Context: an optimization exercise on an open-source flow, tuned for small area. The choices shown serve that exercise and are no tape-out recipe. RTL that was checked went through simulation tests only; none was proved equivalent to the original.

## t11_cpu
module t11_cpu(
  input         clk,
  input         reset,
  output [15:0] addr,
  input  [15:0] din,
  output [15:0] dout,
  output        wr_n
);
Size: roughly 180 flip-flops, about 51 I/O pins, about 0.0081 sq mm of cells after synthesis.
export LEC_CHECK = 0
export CAP_MARGIN = 20
export CORE_MARGIN = 2
export CORE_UTILIZATION = 40
export SLEW_MARGIN = 20
create_clock -name core_clock -period 11.0 [get_ports {clk}]
run.sh (not shown) runs the stock make flow with config.mk's settings and CLKGATE_MAP_FILE= SYNTH_SCRIPT=/design/flow/synth_recipe.tcl, a recipe that flattens the netlist after the stock synthesis.
Next try:
==> flow/flow/run.sh (new file) <==
#!/bin/bash
cp standard.sh standard_sh_copy.log
export BUFFER_PORTS_ARGS="-buffer_cell sky130_fd_sc_hd__buf_1"
export CTS_ARGS="-sink_clustering_enable -repair_clock_nets -dont_use_dummy_load -buf_list sky130_fd_sc_hd__clkbuf_8"
bash standard.sh > standard_sh.log 2>&1
==> flow/standard.sh (new file) <==
#!/bin/bash
# synth_recipe.tcl (not shown) runs the flow's synth.tcl, then flattens the netlist and writes it again
# the make line also repeats each setting of config.mk as NAME=value (left out here)
make -C /OpenROAD-flow-scripts/flow DESIGN_CONFIG=/design/flow/config.mk WORK_HOME=/design/flow/orfs CLKGATE_MAP_FILE= SYNTH_SCRIPT=/design/flow/synth_recipe.tcl "${@:-finish}"
removed: flow/run.sh
=>
- clock skew went up by 20 ps
- clock-buffer cell count stays the same
- non-clock buffer count went down by 1
- global-route usage hardly moves
- maximum frequency went up by 0.37%
- die area does not change
- worst hold slack barely changes
- cell area went down by 7.3%
- wire length went up by 0.59%
- flip-flop and latch count is unchanged
No functional check of the RTL was part of any run of this note.

* * *

Another version of the RTL of t11_cpu (not shown whole).
For scale: about 180 flip-flops, about 51 I/O pins, about 9100 µm² of cells after synthesis.
Settings: LEC_CHECK=0, CAP_MARGIN=20, CORE_MARGIN=2, CORE_UTILIZATION=40, SLEW_MARGIN=20; clock period 11.0 ns.
Stock flow here: none of the scripts above is used.
The starting point completed with no timing, DRC or antenna violations.
Rerun with:
- ABC_AREA: default -> 1
What happened:
- wire length came out lower by 0.81%
- setup slack gets better by 90 ps
- hold slack gets better by 23 ps
- final cell count came out higher by 11%
- maximum frequency came out higher by 1.2%
- utilization came out higher by 0.22 points

* * *

Another version of the RTL of t11_cpu (not shown whole).
For scale: ~620 cells after synthesis, roughly 51 I/O pins, about 8100 um2 of cells after synthesis.
clock: 11.0 ns
lec_check: 0
cap_margin: 20
core_margin: 2
core_utilization: 40
slew_margin: 20
standard.sh (not shown) runs the stock make flow with config.mk's settings and CLKGATE_MAP_FILE= SYNTH_SCRIPT=/design/flow/synth_recipe.tcl, a recipe that flattens the netlist after the stock synthesis.
==> flow/flow/run.sh <==
#!/bin/bash
cp standard.sh standard_sh_copy.log
export BUFFER_PORTS_ARGS="-buffer_cell sky130_fd_sc_hd__buf_1"
export CTS_ARGS="-sink_clustering_enable -repair_clock_nets -dont_use_dummy_load -buf_list sky130_fd_sc_hd__clkbuf_8 -wire_unit 40"
bash standard.sh > standard_sh.log 2>&1
Change:
==> flow/flow/run.sh (replaced) <==
#!/bin/bash
# The standard layout (standard.sh) with three changes:
#  - synthesis maps the logic with ABC's area-oriented mapper (flow/abc_area.script,
#    used through ABC_AREA=1 from a copy of the ORFS scripts folder); the synthesis
#    script itself and every register it makes are unchanged;
#  - ports are buffered with the smallest buffer (buf_1);
#  - CTS builds its tree from clkbuf_8 and adds no dummy loads.
set -e
cp standard.sh standard_sh_copy.log
rm -rf scripts_abc_area
cp -r "$FLOW_HOME/scripts" scripts_abc_area
cp flow/abc_area.script scripts_abc_area/abc_area.script
SCRIPTS_DIR="$PWD/scripts_abc_area" bash standard.sh synth > standard_synth.log 2>&1
export BUFFER_PORTS_ARGS="-buffer_cell sky130_fd_sc_hd__buf_1"
export CTS_ARGS="-sink_clustering_enable -repair_clock_nets -dont_use_dummy_load -buf_list sky130_fd_sc_hd__clkbuf_8"
bash standard.sh > standard_finish.log 2>&1
==> flow/flow/abc_area.script (new file) <==
strash
dch -f
amap
topo
stime -c
buffer -c
upsize -c
dnsize -c
--- a/flow/config.mk
+++ b/flow/config.mk
@@ -7,2 +7,3 @@
 export LEC_CHECK = 0
+export ABC_AREA = 1
 export CAP_MARGIN = 20
After rerunning: The new run finished clean. Global-route usage went up by 0.19 points. Worst setup slack loses 0.10 ns. Flip-flop and latch count is unchanged. Final area went down by a few percent.

* * *

## oak
The RTL this note starts from:
==> flow/design.v <==
module t11_cpu(
  input         clk,
  input         reset,
  output [15:0] addr,
  input  [15:0] din,
  output [15:0] dout,
  output        wr_n
);
localparam F0 = 5'd0;   
localparam F1 = 5'd1;   
localparam F2 = 5'd2;   
localparam J0 = 5'd3;   
localparam N2 = 5'd4;   
localparam B0 = 5'd5;   
localparam B1 = 5'd6;
localparam B2 = 5'd7;
localparam B3 = 5'd8;   
localparam B4 = 5'd9;
localparam B5 = 5'd10;  
localparam PS = 5'd11;  
localparam D1 = 5'd12;  
localparam PD = 5'd13;  
localparam S0 = 5'd16;
localparam T0 = 5'd20;
reg [127:0] RF;         
reg [15:0]  W1, IR, DI;
reg         Z;
reg [4:0]   st;
wire       i6 = IR[15];
wire [2:0] i5 = IR[14:12];
wire [2:0] i4 = IR[11:9];
wire [2:0] i3 = IR[8:6];
wire [2:0] i2 = IR[5:3];
wire [2:0] i1 = IR[2:0];
wire rt   = st[4];
wire dst  = st[2];
wire [1:0] step = st[1:0];
wire src  = rt & ~dst;
wire dstr = rt & dst;
wire [2:0] smode = i5 == 3'd0 ? i2 : i5 == 3'd1 ? i4 : {i5[1:0], 1'b0};
wire [2:0] mode  = dst ? i2 : smode;
wire m0   = mode == 3'd0;
wire m1   = mode == 3'd1;
wire m24  = mode == 3'd2 || mode == 3'd4;    
wire m35  = mode == 3'd3 || mode == 3'd5;    
wire mdec = mode[2];                          
wire m67  = mode[2] & mode[1];
wire s_addr_r  = (st == F0) | (rt & step == 2'd0 & ~m0 & ~m67);
wire s_addr_di = rt & step == 2'd1 & m35;
wire s_wr      = dstr & ((step == 2'd0 & (m1 | m24)) | (step == 2'd1 & m35));
wire s_w1_rd   = src & step == 2'd0 & m0;                        
wire s_w1_di   = src & ((step == 2'd1 & (m1 | m24)) | (step == 2'd2 & m35));
wire s_incdec  = rt & ((step == {~dst, dst} & m24) | (step == {1'b1, ~dst} & m35));
wire s_t0      = dstr & step == 2'd0 & m0;                       
wire last      = rt & (m0 | m67 & step == 2'd0 | s_incdec | (m1 & step == {1'b0, ~dst}));
wire use_pc = (st == F0) | (st == F2) | (st == B5);
wire [2:0] ridx = ~rt ? 3'd7 : (dst | i5 == 3'd0) ? i1 : i3;
wire sel_w1 = (st == D1) | s_t0;
wire sel_di = s_addr_di | s_w1_di;
wire sel_rf = use_pc | s_addr_r | s_w1_rd | s_incdec;
wire sel_ps = reset & (st == J0);
reg [15:0] pc_rst;
always @(*)
  case (din[15:13])
    3'd0: pc_rst = 16'hc004;
    3'd1: pc_rst = 16'h8004;
    3'd2: pc_rst = 16'h4004;
    3'd3: pc_rst = 16'h2004;
    3'd4: pc_rst = 16'h1004;
    3'd5: pc_rst = 16'h0004;
    3'd6: pc_rst = 16'hf604;
    default: pc_rst = 16'hf404;
  endcase
reg [15:0] X;
integer k;
always @(*) begin
  X = ({16{sel_w1}} & W1) | ({16{sel_di}} & DI) | ({16{sel_ps}} & pc_rst);
  for (k = 0; k < 8; k = k + 1)
    X = X | ({16{sel_rf && ridx == k}} & RF[k*16 +: 16]);
end
wire w2 = ~i6 | (i1[2:1] == 2'b11);
wire sub = (s_incdec & mdec) | (st == D1) | (st == B5) | (st == B4);
wire [4:0] K = (st == B5) ? {IR[3:0], 1'b0} :
               (st == F2 | s_incdec) ? {3'b000, w2, ~w2} :
               (st == D1 | st == B4) ? 5'd1 : 5'd0;
wire [15:0] Kx = {11'd0, K} ^ {16{sub}};
reg [15:0] ALU;
reg c;
integer b;
always @(*) begin
  c = sub;
  for (b = 0; b < 16; b = b + 1) begin
    ALU[b] = X[b] ^ Kx[b] ^ c;
    c = (X[b] & Kx[b]) | (c & (X[b] ^ Kx[b]));
  end
end
assign addr = (s_addr_r | s_addr_di) ? X : 16'd0;
assign dout = W1;
assign wr_n = ~s_wr;
wire rf_we = ~reset & ((st == F2) | (st == B5) | s_incdec | s_t0);
wire [2:0] widx = use_pc ? 3'd7 : src ? i3 : i1;
integer r;
always @(posedge clk) begin
  for (r = 0; r < 8; r = r + 1) begin
    if ((rf_we && widx == r) || (reset && r == 7)) begin
      RF[r*16 +: 8] <= ALU[7:0];
      if (!i6 || reset) RF[r*16+8 +: 8] <= ALU[15:8];
    end
  end
end
wire w1_we = ~reset & (s_w1_rd | s_w1_di | (st == D1) | (st == B1) | (st == B4));
always @(posedge clk) begin
  if (w1_we) W1[7:0] <= ALU[7:0];
  if (w1_we & ~i6) W1[15:8] <= ALU[15:8];
end
always @(posedge clk) begin
  DI <= din;
  if (st == F1) IR[7:0] <= DI[7:0];
  if (st == F1 && !i6) IR[14:8] <= DI[14:8];
  if (reset) IR[15] <= 1'b0;
  else if (st == F1 && !i6) IR[15] <= DI[15];
end
always @(posedge clk) begin
  if (st == D1) Z <= W1 == 16'd1;    
  else if (st == B3) Z <= IR[3:0] == 4'd0 && (~i6 || W1[14:8] == 7'd0);
end
reg [4:0] nst;
always @(*) begin
  case (st)
    F0: nst = F1;
    F1: nst = F2;
    F2: nst = i5 == 3'd0 ? (i4 == 3'd0 ? F0 : i4 == 3'd1 ? B0 : i4 == 3'd5 ? PS : J0) :
              i5 == 3'd1 ? PS :
              (i5 == 3'd4 || i5 == 3'd5 || i5 == 3'd6) ? S0 : J0;
    N2: nst = J0;
    B0: nst = Z ? N2 : B1;
    B1: nst = B2;
    B2: nst = B3;
    B3: nst = B4;
    B4: nst = B5;
    B5: nst = J0;
    PS: nst = S0;
    D1: nst = PD;
    PD: nst = T0;
    default:
      if (rt) begin
        if (m67 && step == 2'd0) nst = F0;
        else if (last) nst = dst ? (i5 == 3'd1 ? N2 : J0) :
                                   (i5 == 3'd1 ? PD : i5 == 3'd0 ? D1 : J0);
        else nst = st + 5'd1;
      end else nst = F0;    
  endcase
end
always @(posedge clk)
  if (reset) st <= J0;
  else st <= nst;
endmodule
clock: 11.0 ns
lec_check: 0
cap_margin: 20
core_margin: 2
core_utilization: 40
slew_margin: 20
==> flow/flow/run.sh <==
#!/bin/bash
cp standard.sh standard_sh_copy.log
export BUFFER_PORTS_ARGS="-buffer_cell sky130_fd_sc_hd__buf_1"
export CTS_ARGS="-sink_clustering_enable -repair_clock_nets -dont_use_dummy_load -buf_list \"sky130_fd_sc_hd__clkbuf_4 sky130_fd_sc_hd__clkbuf_8\""
bash standard.sh > standard_sh.log 2>&1
#### Input delta (pine over oak)
- ABC_AREA newly set to 1
==> flow/flow/run.sh <==
#!/bin/bash
# The standard layout (standard.sh) with three changes:
#  - synthesis maps the logic with ABC's area-oriented mapper (flow/abc_area.script,
#    used through ABC_AREA=1 from a copy of the ORFS scripts folder); the synthesis
#    script itself and every register it makes are unchanged;
#  - ports are buffered with the smallest buffer (buf_1);
#  - CTS builds its tree from clkbuf_8 and adds no dummy loads.
set -e
cp standard.sh standard_sh_copy.log
rm -rf scripts_abc_area
cp -r "$FLOW_HOME/scripts" scripts_abc_area
cp flow/abc_area.script scripts_abc_area/abc_area.script
SCRIPTS_DIR="$PWD/scripts_abc_area" bash standard.sh synth > standard_synth.log 2>&1
export BUFFER_PORTS_ARGS="-buffer_cell sky130_fd_sc_hd__buf_1"
export CTS_ARGS="-sink_clustering_enable -repair_clock_nets -dont_use_dummy_load -buf_list sky130_fd_sc_hd__clkbuf_8"
bash standard.sh > standard_finish.log 2>&1
==> flow/flow/abc_area.script (new file) <==
strash; dch -f; amap; topo; stime -c
==> comparison <==
Delta (pine minus oak): share of synthesized area spent on multiplexers went down 0.77 points, number of clock-tree buffers in the layout has remained practically unchanged, number of logic inverters in the finished layout went up 26, minimum clock period higher.
### pine -> birch
- CORE_UTILIZATION: 40 -> 70
- ABC_AREA: 1 -> unset
==> flow/flow/run.sh <==
#!/bin/bash
cp standard.sh standard_sh_copy.log
export BUFFER_PORTS_ARGS="-buffer_cell sky130_fd_sc_hd__buf_1"
export CTS_ARGS="-sink_clustering_enable -repair_clock_nets -dont_use_dummy_load -buf_list sky130_fd_sc_hd__clkbuf_8"
bash standard.sh > standard_sh.log 2>&1
removed: flow/flow/abc_area.script
## What came out
When the final numbers for pine and birch were put side by side, the area added between synthesis and finish turned out to be greater in pine.
Sequential share of layout area (higher): pine
Clock latency on the worst-skew pair across pine and birch: no real change.
Against pine, the final cell area of birch is higher.
Summary — total of cells resized after clock tree synthesis, birch relative to pine: lower, by 3.
### birch -> maple
- changing CORE_UTILIZATION from 70 to 40
==> flow/flow/run.sh <==
#!/bin/bash
cp standard.sh standard_sh_copy.log
export BUFFER_PORTS_ARGS="-buffer_cell sky130_fd_sc_hd__buf_1"
export CTS_ARGS="-sink_clustering_enable -repair_clock_nets -dont_use_dummy_load -buf_list sky130_fd_sc_hd__clkbuf_8 -sink_clustering_size 30 -sink_clustering_max_diameter 150"
bash standard.sh > standard_sh.log 2>&1
--- outcome ---
met1 track utilization from global routing in maple is 23 points below birch. Summary — critical path depth, maple relative to birch: lower, by 8.0%. Cell area grows slightly when moving from birch to maple.

* * *

Setup of run 1:
RTL: the design.v shown in full above, as it stands there.
==> flow/config.mk <==
export PLATFORM = sky130hd
export DESIGN_NAME = t11_cpu
export DESIGN_NICKNAME = t11_cpu
export VERILOG_FILES = /design/flow/design.v
export SDC_FILE = /design/flow/constraint.sdc
export NUM_CORES = 4
export LEC_CHECK = 0
export ABC_AREA = 1
export CAP_MARGIN = 20
export CORE_MARGIN = 2
export CORE_UTILIZATION = 40
export GPL_TIMING_DRIVEN = 0
export SLEW_MARGIN = 20
==> flow/constraint.sdc <==
create_clock -name core_clock -period 11.0 [get_ports {clk}]
set_input_delay 2.2000 -clock core_clock [delete_from_list [all_inputs] [get_ports {clk}]]
set_output_delay 2.2000 -clock core_clock [all_outputs]
set_load 0.01 [all_outputs]
==> flow/flow/run.sh <==
#!/bin/bash
# The standard layout (standard.sh) with three changes:
#  - synthesis maps the logic with ABC's area-oriented mapper (flow/abc_area.script,
#    used through ABC_AREA=1 from a copy of the ORFS scripts folder); the synthesis
#    script itself and every register it makes are unchanged;
#  - ports are buffered with the smallest buffer (buf_1);
#  - CTS builds its tree from clkbuf_8 and adds no dummy loads.
set -e
cp standard.sh standard_sh_copy.log
rm -rf scripts_abc_area
cp -r "$FLOW_HOME/scripts" scripts_abc_area
cp flow/abc_area.script scripts_abc_area/abc_area.script
SCRIPTS_DIR="$PWD/scripts_abc_area" bash standard.sh synth > standard_synth.log 2>&1
export BUFFER_PORTS_ARGS="-buffer_cell sky130_fd_sc_hd__buf_1"
export CTS_ARGS="-sink_clustering_enable -repair_clock_nets -dont_use_dummy_load -buf_list sky130_fd_sc_hd__clkbuf_8"
bash standard.sh > standard_finish.log 2>&1
==> flow/flow/abc_area.script <==
strash; dch -f; amap; topo; stime -c
Run 1: full flow OK, the timing, design-rule and antenna checks passed
--- input diff run 1..run 2 ---
# run 1
export LEC_CHECK = 0
export ABC_AREA = 1
export CAP_MARGIN = 20
export CORE_MARGIN = 2
export CORE_UTILIZATION = 40
export GPL_TIMING_DRIVEN = 0
export SLEW_MARGIN = 20
create_clock -name core_clock -period 11.0 [get_ports {clk}]
# run 2
export LEC_CHECK = 0
export CAP_MARGIN = 20
export CORE_MARGIN = 2
export CORE_UTILIZATION = 40
export SLEW_MARGIN = 20
create_clock -name core_clock -period 11.0 [get_ports {clk}]
==> flow/flow/run.sh <==
#!/bin/bash
cp standard.sh standard_sh_copy.log
export BUFFER_PORTS_ARGS="-buffer_cell sky130_fd_sc_hd__buf_1"
export CTS_ARGS="-sink_clustering_enable -repair_clock_nets -dont_use_dummy_load -buf_list sky130_fd_sc_hd__clkbuf_16 -sink_clustering_size 50 -sink_clustering_max_diameter 200"
bash standard.sh > standard_sh.log 2>&1
removed: flow/flow/abc_area.script
### Flow results
NOTE: layout overhead on the synthesized area in run 2 falls short of that of run 1
Run 2: die area is 1600 µm² higher than what run 1 reported.
[inputs] run 3 vs run 2
# run 2
export LEC_CHECK = 0
export CAP_MARGIN = 20
export CORE_MARGIN = 2
export CORE_UTILIZATION = 40
export SLEW_MARGIN = 20
create_clock -name core_clock -period 11.0 [get_ports {clk}]
# run 3
export LEC_CHECK = 0
export ABC_AREA = 1
export CAP_MARGIN = 20
export CORE_MARGIN = 2
export CORE_UTILIZATION = 40
export SLEW_MARGIN = 20
create_clock -name core_clock -period 11.0 [get_ports {clk}]
==> flow/flow/run.sh <==
#!/bin/bash
# The standard layout (standard.sh) with three changes:
#  - synthesis maps the logic with ABC's area-oriented mapper (flow/abc_area.script,
#    used through ABC_AREA=1 from a copy of the ORFS scripts folder); the synthesis
#    script itself and every register it makes are unchanged;
#  - ports are buffered with the smallest buffer (buf_1);
#  - CTS builds its tree from clkbuf_8 and adds no dummy loads.
set -e
cp standard.sh standard_sh_copy.log
rm -rf scripts_abc_area
cp -r "$FLOW_HOME/scripts" scripts_abc_area
cp flow/abc_area.script scripts_abc_area/abc_area.script
SCRIPTS_DIR="$PWD/scripts_abc_area" bash standard.sh synth > standard_synth.log 2>&1
export BUFFER_PORTS_ARGS="-buffer_cell sky130_fd_sc_hd__buf_1"
export CTS_ARGS="-sink_clustering_enable -repair_clock_nets -dont_use_dummy_load -buf_list sky130_fd_sc_hd__clkbuf_8"
bash standard.sh > standard_finish.log 2>&1
==> flow/flow/abc_area.script (new file) <==
&get -n
&st
&dch -f
&nf -R 1000
&put
topo
stime -c
Results
- Going from run 2 to run 3, area of the multi-input gates went down, number of tap instances went down.
- Total number of cells along the worst setup path, run 2 and run 3, higher one = run 3.
- Lower row count among run 2 and run 3: run 3
- Delta (run 3 minus run 2): met2 routed wirelength decreased by about 8% relative to the old numbers; number of cells produced by synthesis went down by about 15%; part of the cycle the worst path needs rose 1.9 points.
The following lists how run 4 was set up differently from run 3:
# run 3
export LEC_CHECK = 0
export ABC_AREA = 1
export CAP_MARGIN = 20
export CORE_MARGIN = 2
export CORE_UTILIZATION = 40
export SLEW_MARGIN = 20
create_clock -name core_clock -period 11.0 [get_ports {clk}]
# run 4
export LEC_CHECK = 0
export ABC_AREA = 1
export CAP_MARGIN = 0
export CORE_MARGIN = 2
export CORE_UTILIZATION = 40
export GPL_TIMING_DRIVEN = 0
export SLEW_MARGIN = 0
create_clock -name core_clock -period 11.0 [get_ports {clk}]
==> flow/flow/abc_area.script <==
strash; dch -f; amap; topo; stime -c
- Compared with run 3, run 4 shows a pin slew with the least headroom to its limit that is 0.36 ns higher.
- | global-route usage over all layers | run 4 vs run 3 | ≈ equal |
- Run 3 -> run 4: final hold violation count delta 0, exact match
- Run 3 has lower net count of the mapped netlist than run 4.
- Result: PASS for each of run 4 and run 3

afterwards: timing with drivers on the ports:
No port has a modelled driver above. Below, the same layouts with a new extraction and two added sets of constraints. Step 1 sets driving cells, clkbuf_16 on the clock port and buf_2 on the other inputs (assumed; they add their load-dependent delay and slew). Step 2 adds t to the input delays and takes it off the output delays; t is the mean of the earliest and latest rising clock arrival at the registers after step 1. Input paths then give back, and output paths get back, about the clock's delay inside the block. a / b / c = ideal / step 1 / step 2; a / b = the first two.
| run | t (ns) | slack for setup (ns) | worst register clock-pin slew, ns |
|---|---|---|---|
| the first run of note 1 | 0.478 | 1.030 / 1.030 / 0.894 | 0.08 / 0.08 |
| the second run of note 1 | 0.487 | 1.068 / 1.068 / 1.068 | 0.10 / 0.10 |
| the first run of note 2 | 0.482 | 3.675 / 3.627 / 4.110 | 0.08 / 0.08 |
| the second run of note 2 | 0.476 | 3.765 / 3.719 / 4.131 | 0.07 / 0.07 |
| the first run of note 3 | 0.481 | 0.632 / 0.632 / 0.632 | 0.10 / 0.10 |
| the second run of note 3 | 0.489 | 0.532 / 0.532 / 0.532 | 0.10 / 0.10 |
| oak | 0.481 | 0.632 / 0.632 / 0.632 | 0.10 / 0.10 |
| pine | 0.484 | 0.554 / 0.554 / 0.554 | 0.10 / 0.10 |
| birch | 0.496 | 0.524 / 0.524 / 0.524 | 0.10 / 0.10 |
| maple | 0.481 | 0.632 / 0.632 / 0.632 | 0.10 / 0.10 |
| run 1 | 0.485 | 0.377 / 0.377 / 0.377 | 0.10 / 0.10 |
| run 2 | 0.462 | 0.653 / 0.653 / 0.653 | 0.07 / 0.07 |
| run 3 | 0.481 | 0.444 / 0.444 / 0.444 | 0.12 / 0.12 |
| run 4 | 0.474 | 0.388 / 0.388 / 0.388 | 0.10 / 0.10 |
After both steps every run listed still meets setup and hold. For the first run of note 1, which loses most, drivers alone change the setup slack by 0.000 ns; drivers and shift together by -0.136 ns.
